Background: an optimization exercise with open tools, aiming at small area. Do not read the settings as production practice. Function was checked by simulation only, so behaviour that the tests miss may differ from the original.

==> inputs of trial 71 <==
## filter
module filter (
input logic clk, enable,
input logic signed [15:0] inData,
output logic signed [15:0] outData
);
logic [15:0] x [0:31];
always_ff @(posedge clk)
    if (enable) begin
        x[0] <= inData;
        for (int k = 1; k < 32; k++) x[k] <= x[k-1];
    end
  ...
export LEC_CHECK = 0
export CAP_MARGIN = 20
export CORE_MARGIN = 2
export CORE_UTILIZATION = 45
export CTS_BUF_LIST = sky130_fd_sc_hd__clkbuf_8
export CTS_CLUSTER_DIAMETER = 50
export CTS_CLUSTER_SIZE = 20
export GPL_TIMING_DRIVEN = 0
export SLEW_MARGIN = 20
export SYNTH_HIERARCHICAL = 1
create_clock -name core_clock -period 6.5 [get_ports {clk}]
run.sh (not shown) runs the stock make flow with config.mk's settings and CLKGATE_MAP_FILE= SYNTH_SCRIPT=/design/flow/synth_recipe.tcl, a recipe that flattens the netlist after the stock synthesis.
==> inputs of trial 45, as changes to trial 71 <==
- CAP_MARGIN: 20 -> 5
- SLEW_MARGIN: 20 -> 5
==> inputs of trial 19, as changes to trial 71 <==
- CTS_CLUSTER_DIAMETER: 50 -> 55
- CTS_CLUSTER_SIZE: 20 -> 22
- PLACE_DENSITY: unset -> 0.88
==> notes.md <==
quantity	trial 45	trial 19	trial 71
Data arrival, critical path	6.98 ns	6.91 ns	7.02 ns
Multi-input gate area in the final layout	0.0290 mm2	0.0290 mm2	0.0290 mm2
Status	complete, no violations	complete, no violations	complete, no violations
Pin count of the biggest net entering global routing	121	106	107
Worst R2R Setup Slack	0.15 ns	0.18 ns	0.14 ns
Met2 wire length	73.9 mm	63.2 mm	73.7 mm
Clock buffer count in the final layout	81	67	81
Fin crit period	6.35 ns	6.32 ns	6.36 ns
Synth-to-Final Area Change	8.26%	7.63%	8.17%
Fraction of standard cell area in multi-input logic	54.8%	55.1%	54.9%
Slowest stage delay, CP	0.63 ns	0.54 ns	0.70 ns
Met1 demand-to-capacity share in global routing	33.4%	31.4%	33.5%
Average via count per standard cell	5.35	5.53	5.33
Worst hold path endpoint	dout[1][5]	outData[15]	dout[1][5]

* * *

==> inputs of fjord <==
filter, a different RTL version from the one above (not shown whole).
Settings: LEC_CHECK=0, CAP_MARGIN=20, CORE_MARGIN=2, CORE_UTILIZATION=65, CTS_BUF_LIST=sky130_fd_sc_hd__clkbuf_8, CTS_CLUSTER_DIAMETER=50, CTS_CLUSTER_SIZE=20, GPL_TIMING_DRIVEN=0, SLEW_MARGIN=20, SYNTH_HIERARCHICAL=1; clock period 6.5 ns.
==> juniper: changes against fjord <==
--- a/flow/config.mk
+++ b/flow/config.mk
@@ -7,7 +7,7 @@
 export LEC_CHECK = 0
 export CAP_MARGIN = 20
 export CORE_MARGIN = 2
-export CORE_UTILIZATION = 65
+export CORE_UTILIZATION = 45
 export CTS_BUF_LIST = sky130_fd_sc_hd__clkbuf_8
 export CTS_CLUSTER_DIAMETER = 50
 export CTS_CLUSTER_SIZE = 20
==> notes.md <==
juniper ran to the end with no violations. fjord completed with no timing, DRC or antenna violations.
Between fjord and juniper, the lower clock skew is in fjord (gap 0.020 ns).
Synthesized cell count is the same in fjord and juniper.
Of fjord and juniper, juniper has the higher clock-buffer cell count (gap 4).
Of juniper and fjord, fjord has the higher fmax (gap about 0.36%, measured against fjord).
Of fjord and juniper, fjord has the higher global-route usage (gap 11 points).
Non-clock buffer count: juniper is higher than fjord (1).
Between juniper and fjord, the lower die area is in fjord (gap 44%, measured against fjord).

* * *

==> 04-05 <==
Starting RTL as in the previous note.
==> flow/config.mk <==
export PLATFORM = sky130hd
export DESIGN_NAME = filter
export DESIGN_NICKNAME = filter
export VERILOG_FILES = /design/flow/design.v
export SDC_FILE = /design/flow/constraint.sdc
export NUM_CORES = 4
export LEC_CHECK = 0
export CAP_MARGIN = 20
export CORE_MARGIN = 2
export CORE_UTILIZATION = 45
export CTS_BUF_LIST = sky130_fd_sc_hd__clkbuf_8
export CTS_CLUSTER_DIAMETER = 60
export CTS_CLUSTER_SIZE = 26
export GPL_TIMING_DRIVEN = 0
export SLEW_MARGIN = 20
export SYNTH_HIERARCHICAL = 1
==> flow/constraint.sdc <==
create_clock -name core_clock -period 6.5 [get_ports {clk}]
set_input_delay 1.3000 -clock core_clock [delete_from_list [all_inputs] [get_ports {clk}]]
set_output_delay 1.3000 -clock core_clock [all_outputs]
set_load 0.01 [all_outputs]
==> 04-25 (differences from 04-05) <==
- CTS_BUF_LIST: sky130_fd_sc_hd__clkbuf_8 -> sky130_fd_sc_hd__clkbuf_4
- CTS_CLUSTER_DIAMETER: 60 -> not set
- CTS_CLUSTER_SIZE: 26 -> not set
==> summary of the runs <==
04-05 ran to the end with no violations. 04-25 produced a clean layout. Sequential share of layout area: 04-25 is lower than 04-05 (0.42 points). In register-to-register slack, 04-25 and 04-05 hardly differ. In 04-25 the clock skew is higher than in 04-05, by 41 ps. Clock-buffer cell count: 04-05 is lower than 04-25 (201). Global-route usage: 04-25 is higher than 04-05 (0.52 points).
==> figures <==
item                                                         04-05              04-25
Result of the run                 no timing/DRC/antenna violations  no timing/DRC/antenna violations
Top layer reached by signal wires                             met5               met4
Final routed wire length divided by cell count             37.7 um            36.3 um
Arr. time, crit path                                       7060 ps            7490 ps
Required time of the critical path                         7150 ps            7580 ps
Root buffer cell                                          clkbuf_8           clkbuf_4
Fillers                                                       9340               9329
Max stage delay on crit path                                930 ps             550 ps
Fraction of met2 tracks used by global routing               51.0%              50.7%
Worst reg2reg path startpoint                   x[11][9]$_DFFE_PP_  x[9][6]$_DFFE_PP_

* * *

==> v19: inputs <==
RTL: one of the versions met above, not the one the previous note started from.
==> flow/config.mk <==
export PLATFORM = sky130hd
export DESIGN_NAME = filter
export DESIGN_NICKNAME = filter
export VERILOG_FILES = /design/flow/design.v
export SDC_FILE = /design/flow/constraint.sdc
export NUM_CORES = 4
export LEC_CHECK = 0
export CAP_MARGIN = 20
export CORE_MARGIN = 2
export CORE_UTILIZATION = 58
export CTS_BUF_LIST = sky130_fd_sc_hd__clkbuf_8
export CTS_CLUSTER_DIAMETER = 55
export CTS_CLUSTER_SIZE = 22
export GPL_TIMING_DRIVEN = 0
export PLACE_DENSITY = 0.8
export SLEW_MARGIN = 20
export SYNTH_HIERARCHICAL = 1
==> flow/constraint.sdc <==
create_clock -name core_clock -period 6.5 [get_ports {clk}]
set_input_delay 1.3000 -clock core_clock [delete_from_list [all_inputs] [get_ports {clk}]]
set_output_delay 1.3000 -clock core_clock [all_outputs]
set_load 0.01 [all_outputs]
==> v24: changes against v19 <==
Settings changed: CORE_UTILIZATION 58 to 45, PLACE_DENSITY 0.8 to unset.
==> notes <==
Of v19 and v24, v19 has the higher sequential share of layout area (gap 0.34 points). Cell count: v19 is smaller than v24 (about 9%). Of v19 and v24, v24 has the higher critical path depth (gap 1). In v19 the routed wire length is smaller than in v24, by 4.1%. Maximum frequency is about the same in v24 and v19.
==> figures <==
item                                                                              v19                      v24
Final critical-path share of the clock period                                   98.0%                    98.1%
Number of global-route vias before repair                                      26,482                   26,306
Placed Cells incl. Taps                                                         3,600                    3,923
Latest clock arrival within the worst-skew pair                               0.78 ns                  0.76 ns
Starting density of the core                                                    58.5%                    45.5%
Largest fanout of any net on the critical path                                      5                        4
Status                                                        complete, no violations  complete, no violations
Headroom to the max-slew limit                                                  26.3%                    25.7%
Finished Layout Cells                                                           3,716                    4,062
Maximum number of pins on one net before global-route repair                      114                      107

==> re-timing with driven ports <==
How much do the figures lean on ideal ports? The routed layouts below were timed once more, with nothing changed but the port constraints.
Step 1 assumes that a clkbuf_16 drives the clock port and a buf_2 every other input.
Step 2 moves the port delays by t, midway between the first and last clock arrival at a register: inputs arrive t later, outputs are due t later. That takes back most of the time a late clock gives input paths.
Slacks: no drivers / after step 1 / after step 2; pairs: no drivers / after step 1.
| run | shift t [ns] | slack for setup (ns) | worst data-port slew with drivers (ns) | cell pins on the clock port's net |
|---|---|---|---|---|
| trial 71 | 0.821 | 0.140 / 0.140 / 0.140 | 0.05 | 1 |
| trial 45 | 0.828 | 0.153 / 0.153 / 0.153 | 0.05 | 1 |
| trial 19 | 0.786 | 0.181 / 0.181 / 0.181 | 0.05 | 1 |
| fjord | 0.804 | 0.089 / 0.089 / 0.089 | 0.05 | 1 |
| juniper | 0.904 | 0.065 / 0.065 / 0.065 | 0.05 | 1 |
| 04-05 | 0.820 | 0.094 / 0.094 / 0.094 | 0.05 | 1 |
| 04-25 | 1.224 | 0.090 / 0.090 / 0.090 | 0.05 | 1 |
| v19 | 0.822 | 0.128 / 0.128 / 0.128 | 0.05 | 1 |
| v24 | 0.810 | 0.121 / 0.121 / 0.121 | 0.05 | 1 |
After both steps setup and hold are still met in every run listed.
